Background: an optimization exercise with open tools, aiming at small area, a short achievable clock period and few clock cycles per item. Do not read the settings as production practice. Function was checked by simulation only, so behaviour that the tests miss may differ from the original. No activity file was given, so power comes from the tool's default toggle rates.

==> design/flow/design.v <==
    `timescale 1ns / 1ps
module multiplication(
                      clock,   
                      reset,   
                      start,   
                      ready,   
                      A,       
                      B,       
                      P        
                     );
    input           clock,
                    reset,
                    start;
    input   [31:0]  A,
                    B;
    output          ready;
    output  [63:0]  P;
    reg             ready;
    reg             ld,
                    shld,
                    sh;
    reg     [32:0]  SRA;
    reg     [31:0]  SRB;
    reg     [31:0]  RA;        
    reg     [5:0]   counter;   
    wire            lsb_A,
                    lsb_B;     
    wire    [32:0]  res_add;
    wire    [31:0]  Y;    
    parameter   [2:0]
                    s1 = 3'b001,
                    s2 = 3'b010,
                    s3 = 3'b100;
    reg     [2:0]   state;
    always @(posedge clock)  
        begin
            if (reset)
                begin
                    RA <= 0;
                end
            else if (ld)
                begin
                    RA <= A;
                end
        end
    assign lsb_A = SRA[0];     
    assign lsb_B = SRB[0];
    assign Y = lsb_B ? RA : 0;
    assign res_add = Y + SRA;
    assign P[31:0] = SRB;
    assign P[63:32] = SRA[31:0];
    always @(posedge clock)
        begin
            if (reset)
                begin
                    SRA <= 0;
                end
            else if (ld)   
                begin
                    SRA <= 0;
                end
            else if (shld)
                begin
                    SRA <= res_add >> 1;  
                end
        end
    always @(posedge clock)
        begin
            if (reset)
                begin
                    SRB <= 0;
                end
            else if (ld)   
                begin
                    SRB <= B;
                end
            else if (sh)  
                begin
                    SRB <= {res_add[0],SRB[31:1]}; 
                end
        end
    always @(posedge clock)
        begin
            if (reset)
                begin
                    state <= s1;
                    ready <= 1'b1;
                    ld    <= 1'b0;
                    sh    <= 1'b0;
                    shld  <= 1'b0;
                end
            else
                begin
                    case(state)
                        s1: begin
                                if (start == 1'b1)  
                                    begin
                                        state <= s2;
                                        ready <= 1'b0;
                                        counter <= 6'b100000;
                                    end
                            end
                        s2: begin         
                                if (1'b1)
                                    begin
                                        state <= s3;
                                        ready <= 1'b0;
                                        ld <= 1'b1;
                                    end
                            end
                        s3: begin
                                if (counter == 0)   
                                    begin
                                        state <= s1;
                                        ld <= 1'b0;    
                                        sh <= 1'b0;
                                        shld <= 1'b0;
                                        ready <= 1'b1;
                                    end
                                else
                                    begin         
                                        ld <= 1'b0;
                                        sh <= 1'b1;
                                        shld <= 1'b1;
                                        counter <= counter - 1;
                                    end
                            end
                    endcase
                end
        end
endmodule
==> design/flow/run.sh <==
#!/bin/bash
# synth_recipe.tcl (not shown) runs the flow's synth.tcl, then flattens the netlist and writes it again
# the make line also repeats each setting of config.mk as NAME=value (left out here)
make -C /OpenROAD-flow-scripts/flow DESIGN_CONFIG=/design/flow/config.mk WORK_HOME=/design/flow/orfs CLKGATE_MAP_FILE= SYNTH_SCRIPT=/design/flow/synth_recipe.tcl finish
==> design/flow/config.mk <==
export PLATFORM = sky130hd
export DESIGN_NAME = multiplication
export DESIGN_NICKNAME = multiplication
export VERILOG_FILES = /design/flow/design.v
export SDC_FILE = /design/flow/constraint.sdc
export NUM_CORES = 4
export LEC_CHECK = 0
export CAP_MARGIN = 20
export CORE_MARGIN = 2
export CORE_UTILIZATION = 40
export SLEW_MARGIN = 20
==> design/flow/constraint.sdc <==
create_clock -name core_clock -period 5.0 [get_ports {clock}]
set_input_delay 1.0000 -clock core_clock [delete_from_list [all_inputs] [get_ports {clock}]]
set_output_delay 1.0000 -clock core_clock [all_outputs]
set_load 0.01 [all_outputs]
==> insert_results.sql <==
INSERT INTO impl_metrics (metric_group, metric, value, unit) VALUES
('status', 'run_status', 'finished clean', ''),
('cts', 'post_cts_buffers', '0', ''),
('cts', 'cts_buffers', '9', ''),
('yosys', 'synthesis.area', '6215', 'µm²'),
('place', 'hpwl', '12020', 'µm'),
('worst_hold_path', 'timing.hold.worst_path_depth', '2', ''),
('cts', 'cts_tree', 'built', ''),
('sta', 'fin_tns_setup', '0', 'ns'),
('cts', 'cts_resized', '0', ''),
('sta', 'fmax', '322.0', 'MHz'),
('flow_run', 'drv.max_cap_violation_count', '0', ''),
('layout', 'fillCellCount', '1482', ''),
('yosys', 'synthMuxAreaShare', '12.58', '%'),
('global_routing', 'grt_max_degree', '87', ''),
('worst_setup_path', 'worst_r2r_endpoint', 'SRA[29]', ''),
('yosys', 'synth_nets', '844', ''),
('cts', 'clock_latency_reported_for_the_late_side_of_the_worst_skew_pair', '0.36', 'ns'),
('worst_setup_path', 'worst-path-buf-inv', '0', ''),
('cts', 'ctsHoldBuffers', '0', ''),
('yosys', 'adder_cell_share_of_the_synthesized_area', '6.966', '%'),
('global_routing', 'grt_first_pass_wirelength', '27010', 'µm'),
('layout', 'final_util', '51.64', '%'),
('place', 'io_buffer_count', '131', ''),
('yosys', 'synth_top_family_by_area', 'simple AND/OR/NAND/NOR gates', ''),
('worst_setup_path', 'worst-endpoint-required', '5.22', 'ns'),
('power', 'cellLeakagePower', '3.092', 'nW'),
('detailed_routing', 'post-route-drc-count', '0', ''),
('floorplanning', 'core.rowCount', '45', ''),
('power', 'p_comb_share', '10.4', '%'),
('sta', 'whs', '0.4809', 'ns'),
('detailed_routing', 'drt_pass1_iterations', '5', ''),
('worst_setup_path', 'crit_path_top_delay_cell', 'sky130_fd_sc_hd__dfxtp_2', ''),
('sta', 'tightest_slew', '0.9822', 'ns'),
('worst_setup_path', 'crit_path_start', 'SRB[0]', ''),
('sta', 'rsz0062_at_grt', 'no', ''),
('detailed_routing', 'vias', '5592', ''),
('place', 'finalWeightedCongestion', '0.8589', ''),
('worst_hold_path', 'timing.hold.worst.start', 'SRA[18]', ''),
('power', 'power_switching', '0.4353', 'mW'),
('layout', 'area_growth_syn_to_layout', '26.31', '%'),
('yosys', 'post_synth_xor_area_fraction', '3.523', '%'),
('yosys', 'netlist_instances', '743', ''),
('yosys', 'synth_compound_gate_area_share', '17.58', '%'),
('cts', 'max-clock-path-buffers', '2', ''),
('yosys', 'synth_area_leaders', 'sky130_fd_sc_hd__dfxtp_1 33%, sky130_fd_sc_hd__mux2i_1 12%, sky130_fd_sc_hd__nor2_1 8.7%', ''),
('worst_setup_path', 'r2r_slack', '1.89', 'ns'),
('sta', 'clock_skew', '0.01049', 'ns'),
('detailed_routing', 'ant_nets', '0', ''),
('worst_setup_path', 'cell_with_the_most_instances_on_the_worst_path', 'sky130_fd_sc_hd__o21ai_0', ''),
('yosys', 'post-synth-top-area-fraction', '32.53', '%'),
('yosys', 'synth_warnings', '1', ''),
('cts', 'ctsRootBufferMaster', 'sky130_fd_sc_hd__clkbuf_16', ''),
('worst_setup_path', 'critical_path_peak_fanout', '34', ''),
('yosys', 'synthSimpleGateAreaFrac', '20.01', '%'),
('power', 'worst_case_vdd_ir_drop', '0.1641', 'mV'),
('worst_setup_path', 'critical_path.max_stage_delay', '0.50', 'ns'),
('global_routing', 'grt_antenna_before_repair', '0', ''),
('sta', 'timing_hold_violations_final', '0', ''),
('floorplanning', 'initial_cell_density_of_the_core', '40.88', '%'),
('worst_hold_path', 'hold_path_class', 'flip-flop to flip-flop', ''),
('power', 'power.share.switching', '24.71', '%'),
('floorplanning', 'coreArea', '15200', 'µm²'),
('sta', 'maxSlewHeadroom', '34.52', '%'),
('worst_setup_path', 'worst_setup_path_start_kind', 'flip-flop', ''),
('yosys', 'synthArstFlopShare', '0', '%'),
('yosys', 'number_of_enable_type_register_cells_in_the_synthesized_netlist', '6', ''),
('worst_setup_path', 'critical_path_class', 'flip-flop to flip-flop', ''),
('worst_setup_path', 'cp_data_arrival_time', '3.32', 'ns'),
('cts', 'clk_transition_reported_paths', '0.07', 'ns'),
('global_routing', 'first_global_vias', '5599', ''),
('sta', 'period_needed', '3.106', 'ns');
==> per-layer routing <==
| metal | vias up | part of all wire, % | track usage, % |
|---|---|---|---|
| li1 | 2792 | - | - |
| met1 | 2633 | 44 | 24.53 |
| met2 | 147 | 48 | 34.80 |
| met3 | 20 | 6.7 | 6.112 |
| met4 | 0 | 1.6 | 5.946 |
| met5 | - | 0 | 0 |
==> worst register-to-register path: stages, from the launching register on <==
cell	delay, ns
sky130_fd_sc_hd__dfxtp_2	0.50
sky130_fd_sc_hd__and2_1	0.25
sky130_fd_sc_hd__ha_1	0.22
sky130_fd_sc_hd__fa_1	0.43
sky130_fd_sc_hd__a211oi_1	0.35
sky130_fd_sc_hd__nor2_1	0.11
sky130_fd_sc_hd__o41ai_2	0.39
sky130_fd_sc_hd__o21ai_0	0.24
sky130_fd_sc_hd__a21oi_1	0.24
sky130_fd_sc_hd__xor2_1	0.15
sky130_fd_sc_hd__o21ai_0	0.08
==> synthesized netlist by cell type, types with 3 or more instances <==
cell,instances
sky130_fd_sc_hd__clkbuf_2,3
sky130_fd_sc_hd__or3_1,3
sky130_fd_sc_hd__a21oi_1,68
sky130_fd_sc_hd__and3_1,4
sky130_fd_sc_hd__nand4_1,6
sky130_fd_sc_hd__a21o_1,14
sky130_fd_sc_hd__mux2i_1,77
sky130_fd_sc_hd__a21oi_2,3
sky130_fd_sc_hd__buf_2,8
sky130_fd_sc_hd__nand2b_1,3
sky130_fd_sc_hd__dfxtp_1,101
sky130_fd_sc_hd__nor2_1,144
sky130_fd_sc_hd__nor3_1,11
sky130_fd_sc_hd__o21ai_2,3
sky130_fd_sc_hd__o21ai_1,4
sky130_fd_sc_hd__and2_1,34
sky130_fd_sc_hd__ha_1,33
sky130_fd_sc_hd__buf_1,8
sky130_fd_sc_hd__a31oi_2,3
sky130_fd_sc_hd__clkbuf_1,28
sky130_fd_sc_hd__o31ai_1,5
sky130_fd_sc_hd__xnor2_1,17
sky130_fd_sc_hd__o21bai_1,4
sky130_fd_sc_hd__nand2_1,40
sky130_fd_sc_hd__o211ai_1,3
sky130_fd_sc_hd__xor2_1,8
sky130_fd_sc_hd__o21ai_0,27
sky130_fd_sc_hd__edfxtp_1,6
sky130_fd_sc_hd__inv_1,10
sky130_fd_sc_hd__a211oi_1,5
sky130_fd_sc_hd__a31oi_1,4
sky130_fd_sc_hd__nand3_1,14
==> metrics by stage <==
| stage | power, mW | instances | cell area, µm² |
|---|---|---|---|
| 6_report | 1.762 | 1031 | 7850 |
| 5_1_grt | 1.835 | 1031 | 7850 |
| 4_1_cts | 1.790 | 1031 | 7846 |
| 3_5_place_dp | 1.116 | 1016 | 7579 |
| 3_3_place_gp | 1.110 | 1016 | 7579 |
| 2_1_floorplan | 1.016 | 743 | 6215 |
==> cells by family after synthesis <==
logic type      after synthesis
compound gates              167
xor+xnor                     25
fa+ha+maj                    34
buf+inv                      59
flops                       107
mux                          78
simple gates                273
==> registers in the layout, summed over array words and instances (netlist names) <==
signal,cells
RA,32
SRA,32
SRB,32
counter,6
ld,1
ready,1
sh,1
state,2
==> area by class of cell <==
| cell class | instances | share of cell area (%) |
|---|---|---|
| Sequential cell | 107 | 28.13 |
| Clock buffer | 10 | 2.917 |
| Multi-Input combinational cell | 577 | 48.06 |
| Inverter | 10 | 0.4782 |
| Tap cell | 188 | 2.996 |
| Clock inverter | 5 | 0.4941 |
| Timing Repair Buffer | 134 | 16.93 |
==> worst max-delay path by stage <==
| stage | slack (ns) | to | cells past startpoint |
|---|---|---|---|
| finish | 1.89 | SRA[29] | 10 |
| global route | 1.58 | SRA[29] | 10 |
| CTS | 1.57 | SRA[29] | 10 |
| detailed placement | 1.60 | SRA[29] | 10 |
| global placement | 1.76 | SRA[29] | 10 |
| floorplan | 2.48 | SRA[29] | 10 |
==> power by group through the flow <==
stage / clock (mW) / sequential (mW) / combinational [mW]
floorplan: 0 / 0.924 / 0.0916
global placement: 0 / 0.929 / 0.181
detailed placement: 0 / 0.931 / 0.185
CTS: 0.693 / 0.911 / 0.186
global route: 0.718 / 0.915 / 0.202
finish: 0.668 / 0.911 / 0.184
==> placed cells by master, fill, tap and decap left out, types with 3 or more instances in the layout <==
cell type | synthesis | routed
sky130_fd_sc_hd__nand2_1 | 40 | 40
sky130_fd_sc_hd__inv_1 | 10 | 10
sky130_fd_sc_hd__nand2b_1 | 3 | 3
sky130_fd_sc_hd__o21ai_1 | 4 | 4
sky130_fd_sc_hd__nor2_1 | 144 | 143
sky130_fd_sc_hd__xor2_1 | 8 | 8
sky130_fd_sc_hd__o21ai_2 | 3 | 3
sky130_fd_sc_hd__buf_4 | 2 | 3
sky130_fd_sc_hd__nand3_1 | 14 | 14
sky130_fd_sc_hd__clkdlybuf4s50_1 | 0 | 130
sky130_fd_sc_hd__and2_1 | 34 | 34
sky130_fd_sc_hd__dfxtp_1 | 101 | 98
sky130_fd_sc_hd__and3_1 | 4 | 4
sky130_fd_sc_hd__a31oi_2 | 3 | 3
sky130_fd_sc_hd__or3_1 | 3 | 3
sky130_fd_sc_hd__a31oi_1 | 4 | 4
sky130_fd_sc_hd__a21oi_2 | 3 | 3
sky130_fd_sc_hd__nand4_1 | 6 | 6
sky130_fd_sc_hd__a21o_1 | 14 | 14
sky130_fd_sc_hd__o21bai_1 | 4 | 4
sky130_fd_sc_hd__o211ai_1 | 3 | 3
sky130_fd_sc_hd__nor3_1 | 11 | 11
sky130_fd_sc_hd__a211oi_1 | 5 | 5
sky130_fd_sc_hd__o31ai_1 | 5 | 5
sky130_fd_sc_hd__ha_1 | 33 | 33
sky130_fd_sc_hd__xnor2_1 | 17 | 17
sky130_fd_sc_hd__clkbuf_16 | 0 | 9
sky130_fd_sc_hd__a21oi_1 | 68 | 68
sky130_fd_sc_hd__edfxtp_1 | 6 | 6
sky130_fd_sc_hd__o21ai_0 | 27 | 27
sky130_fd_sc_hd__mux2i_1 | 77 | 77
Testbench counts, summed over its fixed seeds: cycles 71,680, items 2,048.

afterwards: timing with drivers on the ports:
The flow's constraints put no driver on any port. The routed layout listed below was extracted and timed again, unchanged, in two steps.
Step 1: set_driving_cell puts a clkbuf_16 on clock and a buf_2 on each other input, an assumption about the parent block.
Step 2, shift: input delay + t, output delay - t, t = (earliest + latest rising clock arrival at the registers) / 2. This alone moves slack from input paths to output paths.
Slacks: ideal ports / drivers / drivers and shift; pairs: ideal ports / drivers.
t (ns): 0.394
setup slack, ns: 1.894 / 1.894 / 1.894
slew at the worst register clock pin (ns): 0.08 / 0.08
worst slew at a driven data input, ns: 0.05
After both steps this run still meets setup and hold. For this run, drivers alone change the setup slack by 0.000 ns; drivers and shift together by 0.000 ns.
